Background: an optimization exercise with open tools, aiming at small area. Do not read the settings as production practice.
Function was checked by simulation only, so behaviour that the tests miss may differ from the original.
In every run shown here, the design's own scripts or RTL, not TritonCTS, make the clock network.
The clock input has no modelled driver; a real chip could not lean on it and would need a root buffer or a full tree.
Power is estimated from default activity; no workload was simulated.

<file path="config.mk">
export PLATFORM = sky130hd
export DESIGN_NAME = spimaster_top
export DESIGN_NICKNAME = spimaster_top
export VERILOG_FILES = /design/flow/design.v
export SDC_FILE = /design/flow/constraint.sdc
export NUM_CORES = 4
export LEC_CHECK = 0
export CAP_MARGIN = 20
export CORE_MARGIN = 2
export CORE_UTILIZATION = 60
export SLEW_MARGIN = 20
</file>
<file path="constraint.sdc">
create_clock -name core_clock -period 10.0 [get_ports {clk}]
set_input_delay 2.0000 -clock core_clock [delete_from_list [all_inputs] [get_ports {clk}]]
set_output_delay 2.0000 -clock core_clock [all_outputs]
set_load 0.01 [all_outputs]
</file>
<file path="design.v">
module spimaster (
    input  wire        clk,
    input  wire        rst_n,
    input  wire        start,
    input  wire        load,
    input  wire [11:0] data_in,
    input  wire [3:0]  clk_div,
    output wire        busy,
    output wire        spi_cs_n,
    output reg         spi_sclk,
    output reg         spi_mosi
);
    localparam [4:0] P_IDLE = 5'd0;
    localparam [4:0] P_T0 = 5'd1;
    localparam [4:0] P_T1A = 5'd2;
    localparam [4:0] P_T1B = 5'd3;
    localparam [4:0] P_T2 = 5'd4;
    localparam [4:0] P_T3 = 5'd5;
    localparam [4:0] P_T4 = 5'd6;
    localparam [4:0] P_T5 = 5'd7;
    localparam [4:0] P_T6 = 5'd8;
    localparam [4:0] P_T7 = 5'd9;
    localparam [4:0] P_T8 = 5'd10;
    localparam [4:0] P_T9 = 5'd11;
    localparam [4:0] P_T10 = 5'd12;
    localparam [4:0] P_T11 = 5'd13;
    localparam [4:0] P_T12 = 5'd14;
    localparam [4:0] P_T13 = 5'd15;
    localparam [4:0] P_T14 = 5'd16;
    localparam [4:0] P_T15 = 5'd17;
    localparam [4:0] P_T16 = 5'd18;
    localparam [4:0] P_FIN = 5'd19;
    reg  [4:0]  P;
    reg  [3:0]  cnt;
    reg  [11:0] sr;
    wire zc   = (cnt == 4'd0);
    wire fall = zc & spi_sclk;
    always @(posedge clk or negedge rst_n) begin
        if (!rst_n) begin
            P <= P_IDLE;
        end else begin
            case (P)
            P_IDLE: if (start) P <= P_T0;
            P_T0:   P <= P_T1A;
            P_T1A:  P <= P_T1B;
            P_T1B: if (fall) P <= P_T2;
            P_T2: if (fall) P <= P_T3;
            P_T3: if (fall) P <= P_T4;
            P_T4: if (fall) P <= P_T5;
            P_T5: if (fall) P <= P_T6;
            P_T6: if (fall) P <= P_T7;
            P_T7: if (fall) P <= P_T8;
            P_T8: if (fall) P <= P_T9;
            P_T9: if (fall) P <= P_T10;
            P_T10: if (fall) P <= P_T11;
            P_T11: if (fall) P <= P_T12;
            P_T12: if (fall) P <= P_T13;
            P_T13: if (fall) P <= P_T14;
            P_T14: if (fall) P <= P_T15;
            P_T15: if (fall) P <= P_T16;
            P_T16: if (fall) P <= P_FIN;
            default: P <= P_IDLE;
            endcase
        end
    end
    assign busy     = (P != P_IDLE);
    assign spi_cs_n = ~busy;
    wire [3:0] gt_b = cnt & ~clk_div;
    wire [3:0] eq_b = ~(cnt ^ clk_div);
    wire cnt_ge = gt_b[3] | (eq_b[3] & (gt_b[2] | (eq_b[2] & (gt_b[1] | (eq_b[1] & (gt_b[0] | eq_b[0]))))));
    wire [3:0] cnt_t = {&cnt[2:0], &cnt[1:0], cnt[0], 1'b1};
    always @(posedge clk)
        cnt <= ((P == P_T0) || cnt_ge) ? 4'd0 : cnt ^ cnt_t;
    always @(posedge clk or negedge rst_n) begin
        if (!rst_n) begin
            spi_sclk <= 1'b0;
            spi_mosi <= 1'b0;
        end else begin
            spi_sclk <= ((P == P_T1B) | (P == P_T2) | (P == P_T3) | (P == P_T4) | (P == P_T5) | (P == P_T6) | (P == P_T7) | (P == P_T8) | (P == P_T9) | (P == P_T10) | (P == P_T11) | (P == P_T12) | (P == P_T13) | (P == P_T14) | (P == P_T15) | (P == P_T16)) & (spi_sclk ^ zc);
            if (((P == P_IDLE) | (P == P_T0) | (P == P_FIN)))
                spi_mosi <= 1'b0;
            else if (fall && ((P == P_T2) | (P == P_T3) | (P == P_T4) | (P == P_T5) | (P == P_T6) | (P == P_T7) | (P == P_T8) | (P == P_T9) | (P == P_T10) | (P == P_T11) | (P == P_T12) | (P == P_T13) | (P == P_T14) | (P == P_T15)))
                spi_mosi <= ((P == P_T2) | (P == P_T3)) | sr[11];
        end
    end
    always @(posedge clk) begin
        if (load && ((P == P_IDLE) | (P == P_T16) | (P == P_FIN)))
            sr <= data_in;
        else if (fall && ((P == P_T4) | (P == P_T5) | (P == P_T6) | (P == P_T7) | (P == P_T8) | (P == P_T9) | (P == P_T10) | (P == P_T11) | (P == P_T12) | (P == P_T13) | (P == P_T14) | (P == P_T15)))
            sr <= {sr[10:0], 1'b0};
    end
endmodule
module spimaster_top (
    input  wire       clk,
    input  wire       rst_btn,
    input  wire [1:0] mode_sw,
    input  wire       start_btn,
    input  wire [3:0] clk_div_sw,
    input  wire [7:0] data_sw,
    output wire       led_busy,
    output wire [1:0] led_mode,
    output wire       spi_cs_n,
    output wire       spi_sclk,
    output wire       spi_mosi
);
    reg rst_btn_sync;
    always @(posedge clk) rst_btn_sync <= rst_btn;
    wire rst_n = rst_btn_sync;
    localparam [20-1:0] DINV = 20'd699050;
    localparam [20-1:0] DEND = 20'd801525;
    reg  [20-1:0] deb_q;
    reg             start_btn_sync;
    reg             start_pulse;
    wire [20-1:0] deb_s   = deb_q ^ DINV;
    wire            differ  = start_btn ^ start_btn_sync;
    wire            deb_end = (deb_s == DEND);
    wire            accept  = differ & deb_end;
    wire            deb_clr = ~rst_n | ~differ | deb_end;
    wire [20-1:0] deb_nx  = {deb_s[20-2:0], ~(deb_s[19] ^ deb_s[16])};
    always @(posedge clk) begin
        deb_q          <= deb_clr ? DINV : (deb_nx ^ DINV);
        start_btn_sync <= rst_n & (start_btn_sync ^ accept);
        start_pulse    <= rst_n & accept & start_btn;
    end
    localparam [23-1:0] AINV = 23'd2796202;
    reg  [23-1:0] auto_q;
    wire [23-1:0] auto_s  = auto_q ^ AINV;
    wire            auto_lo = (auto_s[23-2:0] == {(23-1){1'b0}});
    wire            auto_z  = auto_lo & ~auto_s[23-1];
    wire            auto_clr = ~rst_n | (mode_sw == 2'b00);
    wire [23-1:0] auto_nx = {auto_s[23-2:0], auto_s[22] ^ auto_s[17] ^ auto_lo};
    always @(posedge clk)
        auto_q <= auto_clr ? AINV : (auto_nx ^ AINV);
    wire spi_busy;
    wire auto_go = auto_z & ~spi_busy;
    reg [5:0] ramp;
    reg [5:0] sidx;
    wire [5:0] ramp_t = {&ramp[4:0], &ramp[3:0], &ramp[2:0], &ramp[1:0], ramp[0], 1'b1};
    wire [5:0] sidx_t = {&sidx[4:0], &sidx[3:0], &sidx[2:0], &sidx[1:0], sidx[0], 1'b1};
    always @(posedge clk) begin
        if (!rst_n) begin
            ramp <= 6'd0;
            sidx <= 6'd0;
        end else begin
            if (mode_sw == 2'b10 && auto_go) ramp <= ramp ^ ramp_t;
            if (mode_sw == 2'b11 && auto_go) sidx <= sidx ^ sidx_t;
        end
    end
    wire [11:0] sine;
    assign sine[0] = (sidx == 6'd2)
        | (sidx == 6'd3)
        | (sidx == 6'd4)
        | (sidx == 6'd6)
        | (sidx == 6'd8)
        | (sidx == 6'd10)
        | (sidx == 6'd12)
        | (sidx == 6'd13)
        | (sidx == 6'd14)
        | (sidx == 6'd18)
        | (sidx == 6'd19)
        | (sidx == 6'd20)
        | (sidx == 6'd22)
        | (sidx == 6'd26)
        | (sidx == 6'd28)
        | (sidx == 6'd29)
        | (sidx == 6'd30);
    assign sine[1] = (sidx == 6'd2)
        | (sidx == 6'd4)
        | (sidx == 6'd5)
        | (sidx == 6'd6)
        | (sidx == 6'd8)
        | (sidx == 6'd10)
        | (sidx == 6'd11)
        | (sidx == 6'd12)
        | (sidx == 6'd14)
        | (sidx == 6'd19)
        | (sidx == 6'd21)
        | (sidx == 6'd27)
        | (sidx == 6'd29);
    assign sine[2] = (sidx == 6'd2)
        | (sidx == 6'd4)
        | (sidx == 6'd5)
        | (sidx == 6'd8)
        | (sidx == 6'd11)
        | (sidx == 6'd12)
        | (sidx == 6'd14)
        | (sidx == 6'd19)
        | (sidx == 6'd22)
        | (sidx == 6'd26)
        | (sidx == 6'd29);
    assign sine[3] = (sidx == 6'd2)
        | (sidx == 6'd7)
        | (sidx == 6'd8)
        | (sidx == 6'd9)
        | (sidx == 6'd14)
        | (sidx == 6'd19)
        | (sidx == 6'd20)
        | (sidx == 6'd21)
        | (sidx == 6'd22)
        | (sidx == 6'd23)
        | (sidx == 6'd25)
        | (sidx == 6'd26)
        | (sidx == 6'd27)
        | (sidx == 6'd28)
        | (sidx == 6'd29);
    assign sine[4] = (sidx == 6'd1)
        | (sidx == 6'd3)
        | (sidx == 6'd7)
        | (sidx == 6'd8)
        | (sidx == 6'd9)
        | (sidx == 6'd13)
        | (sidx == 6'd15)
        | (sidx == 6'd17)
        | (sidx == 6'd18)
        | (sidx == 6'd20)
        | (sidx == 6'd21)
        | (sidx == 6'd22)
        | (sidx == 6'd26)
        | (sidx == 6'd27)
        | (sidx == 6'd28)
        | (sidx == 6'd30)
        | (sidx == 6'd31);
    assign sine[5] = (sidx == 6'd3)
        | (sidx == 6'd4)
        | (sidx == 6'd5)
        | (sidx == 6'd6)
        | (sidx == 6'd8)
        | (sidx == 6'd10)
        | (sidx == 6'd11)
        | (sidx == 6'd12)
        | (sidx == 6'd13)
        | (sidx == 6'd17)
        | (sidx == 6'd18)
        | (sidx == 6'd23)
        | (sidx == 6'd25)
        | (sidx == 6'd30)
        | (sidx == 6'd31);
    assign sine[6] = (sidx == 6'd3)
        | (sidx == 6'd6)
        | (sidx == 6'd7)
        | (sidx == 6'd8)
        | (sidx == 6'd9)
        | (sidx == 6'd10)
        | (sidx == 6'd13)
        | (sidx == 6'd17)
        | (sidx == 6'd18)
        | (sidx == 6'd20)
        | (sidx == 6'd21)
        | (sidx == 6'd27)
        | (sidx == 6'd28)
        | (sidx == 6'd30)
        | (sidx == 6'd31);
    assign sine[7] = (sidx == 6'd1)
        | (sidx == 6'd4)
        | (sidx == 6'd5)
        | (sidx == 6'd7)
        | (sidx == 6'd8)
        | (sidx == 6'd9)
        | (sidx == 6'd11)
        | (sidx == 6'd12)
        | (sidx == 6'd15)
        | (sidx == 6'd18)
        | (sidx == 6'd19)
        | (sidx == 6'd22)
        | (sidx == 6'd26)
        | (sidx == 6'd29)
        | (sidx == 6'd30);
    assign sine[8] = (sidx == 6'd1)
        | (sidx == 6'd2)
        | (sidx == 6'd4)
        | (sidx == 6'd6)
        | (sidx == 6'd7)
        | (sidx == 6'd8)
        | (sidx == 6'd9)
        | (sidx == 6'd10)
        | (sidx == 6'd12)
        | (sidx == 6'd14)
        | (sidx == 6'd15)
        | (sidx == 6'd19)
        | (sidx == 6'd21)
        | (sidx == 6'd27)
        | (sidx == 6'd29);
    assign sine[9] = (sidx == 6'd2)
        | (sidx == 6'd5)
        | (sidx == 6'd6)
        | (sidx == 6'd7)
        | (sidx == 6'd8)
        | (sidx == 6'd9)
        | (sidx == 6'd10)
        | (sidx == 6'd11)
        | (sidx == 6'd14)
        | (sidx == 6'd17)
        | (sidx == 6'd19)
        | (sidx == 6'd20)
        | (sidx == 6'd28)
        | (sidx == 6'd29)
        | (sidx == 6'd31);
    assign sine[10] = (sidx == 6'd3)
        | (sidx == 6'd4)
        | (sidx == 6'd5)
        | (sidx == 6'd6)
        | (sidx == 6'd7)
        | (sidx == 6'd8)
        | (sidx == 6'd9)
        | (sidx == 6'd10)
        | (sidx == 6'd11)
        | (sidx == 6'd12)
        | (sidx == 6'd13)
        | (sidx == 6'd17)
        | (sidx == 6'd18)
        | (sidx == 6'd30)
        | (sidx == 6'd31);
    assign sine[11] = sidx[5]
        | (sidx == 6'd0)
        | (sidx == 6'd1)
        | (sidx == 6'd2)
        | (sidx == 6'd3)
        | (sidx == 6'd4)
        | (sidx == 6'd5)
        | (sidx == 6'd6)
        | (sidx == 6'd7)
        | (sidx == 6'd8)
        | (sidx == 6'd9)
        | (sidx == 6'd10)
        | (sidx == 6'd11)
        | (sidx == 6'd12)
        | (sidx == 6'd13)
        | (sidx == 6'd14)
        | (sidx == 6'd15)
        | (sidx == 6'd16);
    reg [11:0] pattern;
    always @(*) begin
        case (mode_sw)
            2'b00:   pattern = {4'h0, data_sw};
            2'b01:   pattern = 12'h000;
            2'b10:   pattern = {ramp, 6'd0};
            default: pattern = sine;
        endcase
    end
    reg [1:0] ctrl;
    wire trig = (ctrl == 2'b00) &
                ((mode_sw == 2'b00) ? start_pulse : auto_go);
    always @(posedge clk) begin
        if (!rst_n)
            ctrl <= 2'b00;
        else case (ctrl)
            2'b00:   if (trig) ctrl <= 2'b01;
            2'b01:   ctrl <= 2'b11;
            default: ctrl <= spi_busy ? 2'b10 : 2'b00;
        endcase
    end
    spimaster spi_inst (
        .clk(clk),
        .rst_n(rst_n),
        .start(ctrl == 2'b11),
        .load(trig),
        .data_in(pattern),
        .clk_div(clk_div_sw),
        .busy(spi_busy),
        .spi_cs_n(spi_cs_n),
        .spi_sclk(spi_sclk),
        .spi_mosi(spi_mosi)
    );
    assign led_busy = spi_busy;
    assign led_mode = mode_sw;
endmodule
</file>
<file path="flow/run.sh">
#!/bin/bash
# Own layout flow: the standard layout (standard.sh) with these changes:
#  - clock tree: built by flow/pre_cts.tcl in place of TritonCTS: the clock
#    port drives one root clkbuf_2, which drives a few clkbuf_8, each feeding
#    a group of nearby flip-flops (a balanced two-level tree); the rest of
#    ORFS's CTS step (legalisation, timing repair) runs unchanged;
#  - port buffers: sky130_fd_sc_hd__buf_1 (flow/port_args.txt).
# Each tool's output is in orfs/logs/; make's own output in standard_make.log.
set -euo pipefail
W=$(pwd)
export MY_ABC_SCRIPT="$W/flow/area.abc"
export PRE_CTS_TCL="$W/flow/pre_cts.tcl"
export BUFFER_PORTS_ARGS="$(cat "$W/flow/port_args.txt")"
bash standard.sh SYNTH_SCRIPT="$W/flow/area_synth.tcl" ADDER_MAP_FILE= finish > "$W/standard_make.log" 2>&1
</file>
<file path="flow/area.abc">
strash
&get -n
&deepsyn -I 4 -J 50
&dch -f
&nf -a -R 1000 -C 32 -F 8 -A 8
&put
topo
</file>
<file path="flow/area_synth.tcl">
# synth_recipe.tcl, with ABC run on flow/area.abc (no delay target) instead of
# the script and -D ORFS's synth.tcl passes it.
proc abc {args} {
  set new {}
  set skip 0
  foreach a $args {
    if {$skip} { set skip 0; continue }
    if {$a eq "-script" || $a eq "-D"} { set skip 1; continue }
    lappend new $a
  }
  yosys abc -script $::env(MY_ABC_SCRIPT) {*}$new
}
source [file join [file dirname [file normalize [info script]]] .. synth_recipe.tcl]
</file>
<file path="flow/port_args.txt">
-buffer_cell sky130_fd_sc_hd__buf_1
</file>
<file path="flow/pre_cts.tcl">
# PRE_CTS hook: build the clock tree by hand and make the CTS call in ORFS's
# cts.tcl a no-op; the rest of cts.tcl (legalisation, timing repair) runs as
# usual. The clock port drives one root buffer (clkbuf_2), which drives K
# leaf buffers (clkbuf_8), one per group of about 17 flip-flops; the groups
# come from recursive bisection of the flip-flops' positions, and each leaf
# buffer starts at its group's centroid, the root at the leaves' centroid.

proc manual_cts_bisect {pts k} {
  if {$k <= 1} { return [list $pts] }
  set xs [lsort -integer -index 1 $pts]
  set ys [lsort -integer -index 2 $pts]
  set w [expr {[lindex $xs end 1] - [lindex $xs 0 1]}]
  set h [expr {[lindex $ys end 2] - [lindex $ys 0 2]}]
  set s [expr {$w >= $h ? $xs : $ys}]
  set k1 [expr {$k / 2}]
  set k2 [expr {$k - $k1}]
  set n [llength $s]
  set m [expr {($n * $k1) / $k}]
  return [concat [manual_cts_bisect [lrange $s 0 [expr {$m - 1}]] $k1] \
                 [manual_cts_bisect [lrange $s $m end] $k2]]
}

proc manual_cts {rootmaster bufmaster per_buf} {
  set block [ord::get_db_block]
  set clknet [$block findNet clk]
  set sinks {}
  foreach it [$clknet getITerms] {
    if {[$it isInputSignal]} {
      set bb [[$it getInst] getBBox]
      lappend sinks [list $it [expr {([$bb xMin] + [$bb xMax]) / 2}] [expr {([$bb yMin] + [$bb yMax]) / 2}]]
    }
  }
  set n [llength $sinks]
  set k [expr {($n + $per_buf - 1) / $per_buf}]
  if {$k > 4 * 64} { error "manual_cts: too many sinks" }
  set master [[ord::get_db] findMaster $bufmaster]
  # root buffer: the clock port drives only this one cell
  set root [odb::dbInst_create $block [[ord::get_db] findMaster $rootmaster] "clkbuf_manual_root"]
  set rootnet [odb::dbNet_create $block "clknet_manual_root"]
  $rootnet setSigType CLOCK
  [$root findITerm A] connect $clknet
  [$root findITerm X] connect $rootnet
  set rx 0
  set ry 0
  set gi 0
  foreach grp [manual_cts_bisect $sinks $k] {
    set sx 0
    set sy 0
    foreach s $grp {
      incr sx [lindex $s 1]
      incr sy [lindex $s 2]
    }
    set inst [odb::dbInst_create $block $master "clkbuf_manual_$gi"]
    set net [odb::dbNet_create $block "clknet_manual_$gi"]
    $net setSigType CLOCK
    set cx [expr {$sx / [llength $grp]}]
    set cy [expr {$sy / [llength $grp]}]
    incr rx $cx
    incr ry $cy
    $inst setLocation $cx $cy
    $inst setPlacementStatus PLACED
    [$inst findITerm A] connect $rootnet
    [$inst findITerm X] connect $net
    foreach s $grp {
      set it [lindex $s 0]
      $it disconnect
      $it connect $net
    }
    puts "manual_cts: clkbuf_manual_$gi drives [llength $grp] clock pins"
    incr gi
  }
  $root setLocation [expr {$rx / $gi}] [expr {$ry / $gi}]
  $root setPlacementStatus PLACED
}

manual_cts sky130_fd_sc_hd__clkbuf_2 sky130_fd_sc_hd__clkbuf_8 17
proc clock_tree_synthesis {args} { puts "clock_tree_synthesis skipped: clock tree built by pre_cts.tcl" }
set_propagated_clock [all_clocks]
</file>
<file path="standard.sh">
#!/bin/bash
# synth_recipe.tcl (not shown) runs the flow's synth.tcl, then flattens the netlist and writes it again
# the make line also repeats each setting of config.mk as NAME=value (left out here)
make -C /OpenROAD-flow-scripts/flow DESIGN_CONFIG=/design/flow/config.mk WORK_HOME=/design/flow/orfs CLKGATE_MAP_FILE= SYNTH_SCRIPT=/design/flow/synth_recipe.tcl "${@:-finish}"
</file>
==> results of run 1 <==
final timing paths:
| check | endpoint | slack (ps) | cells past startpoint |
|---|---|---|---|
| worst min register to register | spi_inst.P[2]$_DFFE_PN0P_ | 330 | 0 |
| max in group asynchronous | spi_inst.spi_sclk$_DFF_PN0_ | 9140 | 0 |
| worst max-delay path | led_mode[0] | 5550 | 2 |
| worst max register to register | spi_inst.sr[6]$_DFFE_PP_ | 5670 | 12 |
| min in group core_clock | auto_q[3]$_SDFF_PP1_ | 360 | 1 |
| worst min-delay path | spi_inst.P[2]$_DFFE_PN0P_ | 330 | 0 |
layer usage:
layer	vias up	part of all wire, %	global-route usage (%)	wire length [um]
li1	1236	-	-	-
met3	6	4.1	1.90	232
met2	44	47	34.0	2660
met5	-	0	0	0
met4	0	1.3	3.09	74
met1	1111	48	27.1	2690
cell type report:
class	instances	area [sq um]
flip-flops and latches	83	1820
fillers	436	1700
multi-input cells	239	1280
repair buffers	23	90.1
well taps	70	87.6
plain buffers	6	73.8
inverters	8	30.0
Yosys cell counts (4+ instances only):
cell,n
dfxtp_1,64
nand2_1,58
nor2_1,47
a21oi_1,18
o21ai_0,13
edfxtp_1,12
nor3_1,12
nor3b_1,9
clkinv_1,8
dfrtp_1,7
a222oi_1,6
and3_1,6
nand3_1,6
nor4_1,6
nand4_1,5
nand2b_1,4
nor2b_1,4
xnor2_1,4
state kept, by name, summed over array words and instances (netlist names):
register and flops:
start_pulse 1, spi_inst.P 5, spi_inst.cnt 4, spi_inst.spi_mosi 1, spi_inst.spi_sclk 1, rst_btn_sync 1
spi_inst.sr 12, deb_q 20, sidx 6, ramp 6, ctrl 2, auto_q 23
start_btn_sync 1
stage by stage:
| stage | power [mW] | cells |
|---|---|---|
| after floorplan | 0.499 | 332 |
| after global placement | 0.528 | 423 |
| after detailed placement | 0.532 | 423 |
| after CTS | 0.668 | 429 |
| after global routing | 0.701 | 429 |
| final | 0.662 | 429 |
power by group:
part | total (mW) | internal (mW) | leakage (nW) | switching (mW)
logic | 0.112 | 0.0489 | 0.476 | 0.0631
registers | 0.411 | 0.379 | 0.712 | 0.0324
clock network | 0.139 | 0.0471 | 0.0401 | 0.0916
total | 0.662 | 0.475 | 1.23 | 0.187
cell families (layout without fill, tap and decap cells):
group	after synthesis	after routing	synth area share [%]
AND/OR/NAND/NOR	169	169	25.2
flip-flops	83	83	57.8
AO/OA/AOI/OAI	61	61	13.0
buffers and inverters	10	37	1.43
XOR/XNOR	7	7	1.95
multiplexers	2	2	0.637
==> results by group, run 1 <==
Timing
  – Fin. max-slew vios: 0
  – Period minus WS final: 4450 ps
  – Fmax: 225 MHz
  – Final Cycle Share: 44.5%
  – Worst slew pin tran: 875 ps
  – Final setup vio count: 0
  – Fin Clk Skew: 18.0 ps
  – Worst Slack Setup Final: 5550 ps
  – Setup TNS: 0 ps
  – Unrepaired setup endpoints after global routing: no
  – Hold Violations, Final: 0
  – Slew headroom: 41.6%
  – Tightest hold margin: 332 ps

Logic synthesis
  – Cells after Synth: 332
  – Yosys top cell area share: 40.8%
  – Synth area leaders: dfxtp_1 (41%), edfxtp_1 (11%), nand2_1 (6.9%)
  – #FFs+latches synth: 83
  – Syn Std Cell Area: 3140 sq um
  – Top_reg_cell synth: dfxtp_1
  – Syn Area/Cell: 9.47 sq um
  – Post-synth EDFFs: 12
  – Sequential area share after synthesis: 57.8%
  – Yosys warning count: 2
  – Asr flop ratio synth: 8.43%
  – Area leader, netlist: dfxtp_1
  – Synth unique cells: 40
  – Mapped Nets: 349

Setup path
  – CP Data Arrival Time: 2450 ps
  – Worst EP required: 8000 ps
  – Slowest stage delay, CP: 230 ps
  – CP max stage cell: buf_1
  – Critical path capture point type: output port
  – Critical path class: in2out
  – CP cell instances: buf_1 > buf_1
  – CP max FO: 8
  – Reg-to-reg startpoint: spi_inst.P[4]$_DFFE_PN0P_
  – CP startpoint: mode_sw[0]
  – Crit path buf inv count: 2
  – Most Frequent Cell on Critical Path: buf_1
  – CP startpoint kind: input pin
  – Crit path max-delay family: buffers and inverters

GRT
  – Grt total ovfl: 0
  – First-pass GRT wire length: 9790 um
  – Global-route usage over all layers: 19.5%
  – Largest net degree at the start of global routing: 28
  – Initial antenna violation count: 0
  – Vias in the first global route: 2252

Pwr
  – Pleak: 1.23 nW
  – Max IR drop VDD: 0.151 mV
  – Cell Pwr Density: 196 nW/um^2

Detailed routing
  – DR vias: 2397
  – Average wire per standard cell: 13.2 um
  – DRT Pass-1 Iters: 4
  – DR iter-0 viols: 186
  – Final WL: 5660 um
  – Final ANT Viol Nets: 0
  – DRC viols: 0
  – Drt via density: 5.59

Placement
  – RD Place Congestion: 0.832
  – Post-detail-place hpwl: 4130 um
  – Pre-CTS setup slack: 5190 ps
  – I/O Buffers: 22
  – Total placed instance area: 3310 sq um

Clock network
  – Hold buffer count at cts: 0
  – Post-cts repair resize count: 0
  – # Post-CTS Setup Buffers: 0
  – Clock-pin slew on the worst setup and hold paths: 100 ps
  – Worst skew pair latency: 470 ps

Cells and area
  – Antenna diode count: 0
  – P&R area growth vs syn: 7.52%
  – Commonest non-fill, non-tap cells in the layout: dfxtp_1 (64), nand2_1 (58), nor2_1 (47), buf_1 (22), a21oi_1 (18)
  – Nets@finish: 378
  – Post-layout util: 66.6%
  – Cell area after layout: 3380 sq um
  – Commonest non-fill, non-tap cell in the layout: dfxtp_1
  – Fraction of layout cells with a size suffix above 1: 1.95%

Floorplan
  – Die H: 76.4 um
  – Row count: 26
  – Die width: 76.4 um
  – Ports: 23
  – Die footprint: 5830 sq um
  – Core Footprint: 5070 sq um
  – Initial Util: 61.9%

Status
  – Outcome: no timing/DRC/antenna violations

Run
  – Max_cap viols: 0

Worst hold path
  – Worst hold path type: reg2async
==> run 2, diff against run 1 <==
--- a/flow/run.sh
+++ b/flow/run.sh
@@ -6,4 +6,2 @@
 #    ORFS's CTS step (legalisation, timing repair) runs unchanged;
-#  - port buffers: sky130_fd_sc_hd__buf_1 (flow/port_args.txt).
-# Each tool's output is in orfs/logs/; make's own output in standard_make.log.
 set -euo pipefail
@@ -12,3 +10,2 @@
 export PRE_CTS_TCL="$W/flow/pre_cts.tcl"
-export BUFFER_PORTS_ARGS="$(cat "$W/flow/port_args.txt")"
 bash standard.sh SYNTH_SCRIPT="$W/flow/area_synth.tcl" ADDER_MAP_FILE= finish > "$W/standard_make.log" 2>&1
removed: flow/port_args.txt
==> results by group, run 2 <==
Setup path
  – CP startpoint kind: input pin
  – Worst EP required: 8000 ps (about the same)
  – CP Data Arrival Time: 3200 ps (+750 ps)
  – Most Frequent Cell on Critical Path: clkdlybuf4s50_1
  – Crit path max-delay family: buffers and inverters
  – R2R Path End: spi_inst.sr[6]$_DFFE_PP_
  – CP max stage cell: clkdlybuf4s50_1
  – CP max FO: 8 (unchanged)
  – Critical path class: in2out
  – Crit path buf inv count: 2 (unchanged)
  – Reg-to-reg startpoint: spi_inst.P[4]$_DFFE_PN0P_
  – CP cell instances: clkdlybuf4s50_1 > clkdlybuf4s50_1
  – Slowest stage delay, CP: 600 ps (+370 ps)
  – R2r setup slk: 5730 ps (+60 ps)
  – Stages on worst setup path: 2 (unchanged)
  – Reg2Reg Depth: 12 (unchanged)
  – Critical path capture point type: output port

Logic synthesis
  – Mapped Nets: 349 (unchanged)
  – Cell with the most instances after synthesis: dfxtp_1
  – Synth unique cells: 40 (unchanged)
  – Area leader, netlist: dfxtp_1
  – Top post-synthesis cells by count: dfxtp_1 (64), nand2_1 (58), nor2_1 (47)
  – Top_reg_cell synth: dfxtp_1
  – Syn Std Cell Area: 3140 sq um (unchanged)
  – Yosys top cell area share: 40.8% (unchanged)
  – Syn Area/Cell: 9.47 sq um (unchanged)
  – #FFs+latches synth: 83 (unchanged)
  – Synth area leaders: dfxtp_1 (41%), edfxtp_1 (11%), nand2_1 (6.9%)
  – Post-synth EDFFs: 12 (unchanged)
  – Yosys warning count: 2 (unchanged)
  – Cells after Synth: 332 (unchanged)
  – Asr flop ratio synth: 8.43% (unchanged)
  – Sequential area share after synthesis: 57.8% (unchanged)

Cells and area
  – Nets@finish: 378 (unchanged)
  – Commonest non-fill, non-tap cells in the layout: dfxtp_1 (64), nand2_1 (58), nor2_1 (47), clkdlybuf4s50_1 (22), a21oi_1 (18)
  – P&R area growth vs syn: 11.9%
  – Top reg by flops: auto_q
  – Top flop regs: auto_q (23), deb_q (20), spi_inst.sr (12)
  – Max reg flops: 23 (unchanged)
  – Post-Layout Cell Count: 429 (unchanged)
  – Fraction of layout cells with a size suffix above 1: 1.95% (unchanged)
  – Commonest non-fill, non-tap cell in the layout: dfxtp_1
  – Antenna diode count: 0 (unchanged)
  – Cell area after layout: 3520 sq um (+4.1%)

GRT
  – First-pass GRT wire length: 10100 um (+2.7%)
  – Grt total ovfl: 0 (unchanged)
  – Global-route usage over all layers: 20.0% (+0.53 points)
  – Largest net degree at the start of global routing: 28 (unchanged)
  – Vias in the first global route: 2264 (+0.53%)
  – Initial antenna violation count: 0 (unchanged)

Placement
  – Post-detail-place hpwl: 4290 um (+3.9%)
  – I/O Buffers: 22 (unchanged)
  – RD Place Congestion: 0.881 (+5.8%)
  – Pre-CTS setup slack: 4800 ps (-385 ps)
  – Total placed instance area: 3440 sq um (+4.2%)
  – Placed cell count: 423 (unchanged)

Timing
  – Worst slew pin tran: 883 ps (+8.74 ps)
  – Final Cycle Share: 52.0% (+7.5 points)
  – Fmax: 192 MHz (-14%)
  – Final setup vio count: 0 (unchanged)
  – Period minus WS final: 5200 ps (+749 ps)
  – Fin Clk Skew: 16.9 ps (-1.09 ps)
  – Hold Violations, Final: 0 (unchanged)
  – Tightest hold margin: 332 ps (-0.504 ps)
  – Setup TNS: 0 ps (unchanged)
  – Fin. max-slew vios: 0 (unchanged)
  – Slew headroom: 41.0% (-0.58 points)
  – Worst Slack Setup Final: 4800 ps (-749 ps)
  – Unrepaired setup endpoints after global routing: no

Detailed routing
  – Drt via density: 5.72 (+2.4%)
  – Final WL: 5820 um (+2.8%)
  – Average wire per standard cell: 13.6 um (+2.8%)
  – DRT Pass-1 Iters: 4 (unchanged)
  – Final ANT Viol Nets: 0 (unchanged)
  – DR iter-0 viols: 127 (-32%)
  – DR vias: 2455 (+2.4%)
  – DRC viols: 0 (unchanged)

Floorplan
  – Die width: 76.4 um (unchanged)
  – Initial Util: 61.9% (unchanged)
  – Ports: 23 (unchanged)
  – Die footprint: 5830 sq um (unchanged)
  – Die H: 76.4 um (unchanged)
  – Core Footprint: 5070 sq um (unchanged)
  – Row count: 26 (unchanged)

Clock network
  – Post-cts repair resize count: 0 (unchanged)
  – Hold buffer count at cts: 0 (unchanged)
  – # Post-CTS Setup Buffers: 0 (unchanged)
  – Clock-pin slew on the worst setup and hold paths: 110 ps (about the same)
  – Worst skew pair latency: 470 ps (about the same)

Run
  – Max_cap viols: 0 (unchanged)

Pwr
  – Cell Pwr Density: 192 nW/um^2 (-2.1%)
  – Pleak: 1.29 nW (+4.9%)
  – Max IR drop VDD: 0.170 mV (+13%)

Status
  – Outcome: no timing/DRC/antenna violations

Worst hold path
  – Worst hold path type: reg2async
-- run 2: cell counts after synthesis --
No cell type changed its count.
-- run 2: cell families after synthesis --
kind of cell / count (synthesis) / share of synthesized area [%]
AO/OA/AOI/OAI: 61 / 13.0
AND/OR/NAND/NOR: 169 / 25.2
buffers and inverters: 10 / 1.43
flip-flops: 83 / 57.8
multiplexers: 2 / 0.637
XOR/XNOR: 7 / 1.95
-- run 2: cell type report --
class,count,area (sq um)
flip-flops and latches,83,1820
repair buffers,23,228
multi-input cells,239,1280
well taps,70,87.6
plain buffers,6,73.8
fillers,432,1560
inverters,8,30.0
-- run 2: power by group --
part           internal, mW  switching, mW
clock                0.0471         0.0916
combinational        0.0599         0.0646
sequential            0.379         0.0321
total                 0.486          0.188
-- run 2: worst max-delay path by stage --
stage	slack, ps	to	start
detailed placement	4800	led_mode[0]	mode_sw[0]
global route	4750	led_mode[1]	mode_sw[1]
floorplan	5880	led_mode[0]	mode_sw[0]
finish	4800	led_mode[0]	mode_sw[0]
CTS	4800	led_mode[0]	mode_sw[0]
global placement	4820	led_mode[0]	mode_sw[0]
-- run 2: routing by layer --
layer	share of wire (%)	up-vias	global-route usage (%)
met3	4.2	9	2.49
met5	0	-	0
met4	1.9	0	4.55
met1	47	1148	27.3
met2	47	55	34.4
li1	-	1243	-
-- run 2: per-stage QoR --
step / util, % / power (mW)
after CTS: 69.3 / 0.681
final: 69.3 / 0.674
after global placement: 67.9 / 0.539
after detailed placement: 67.9 / 0.544
after floorplan: - / 0.499
after global routing: 69.3 / 0.712

-- re-timing with driven ports --
In the flow no input, the clock included, has a driving cell. The finished layouts below were timed again as built, in two steps.
Step 1: set_driving_cell puts a clkbuf_16 on clk and a buf_2 on each other input, an assumption about the parent block.
Step 2 also shifts input and output timing later by t, the mid clock arrival at the registers, as if the neighbouring blocks saw the same clock.
Slacks: no drivers / after step 1 / after step 2; pairs: no drivers / after step 1.
run	t (ns)	setup WS [ns]	worst hold slack (ns)	latest minus earliest clock arrival (ns)	worst slew at a driven data input, ns
run 1	0.483	5.553 / 5.514 / 5.142	0.332 / 0.332 / 0.332	0.018 / 0.018	0.04
run 2	0.483	4.805 / 4.763 / 4.763	0.332 / 0.332 / 0.332	0.017 / 0.017	0.04
After both steps setup and hold are still met in every run listed. For run 1, which loses most, drivers alone change the setup slack by -0.039 ns; drivers and shift together by -0.411 ns.
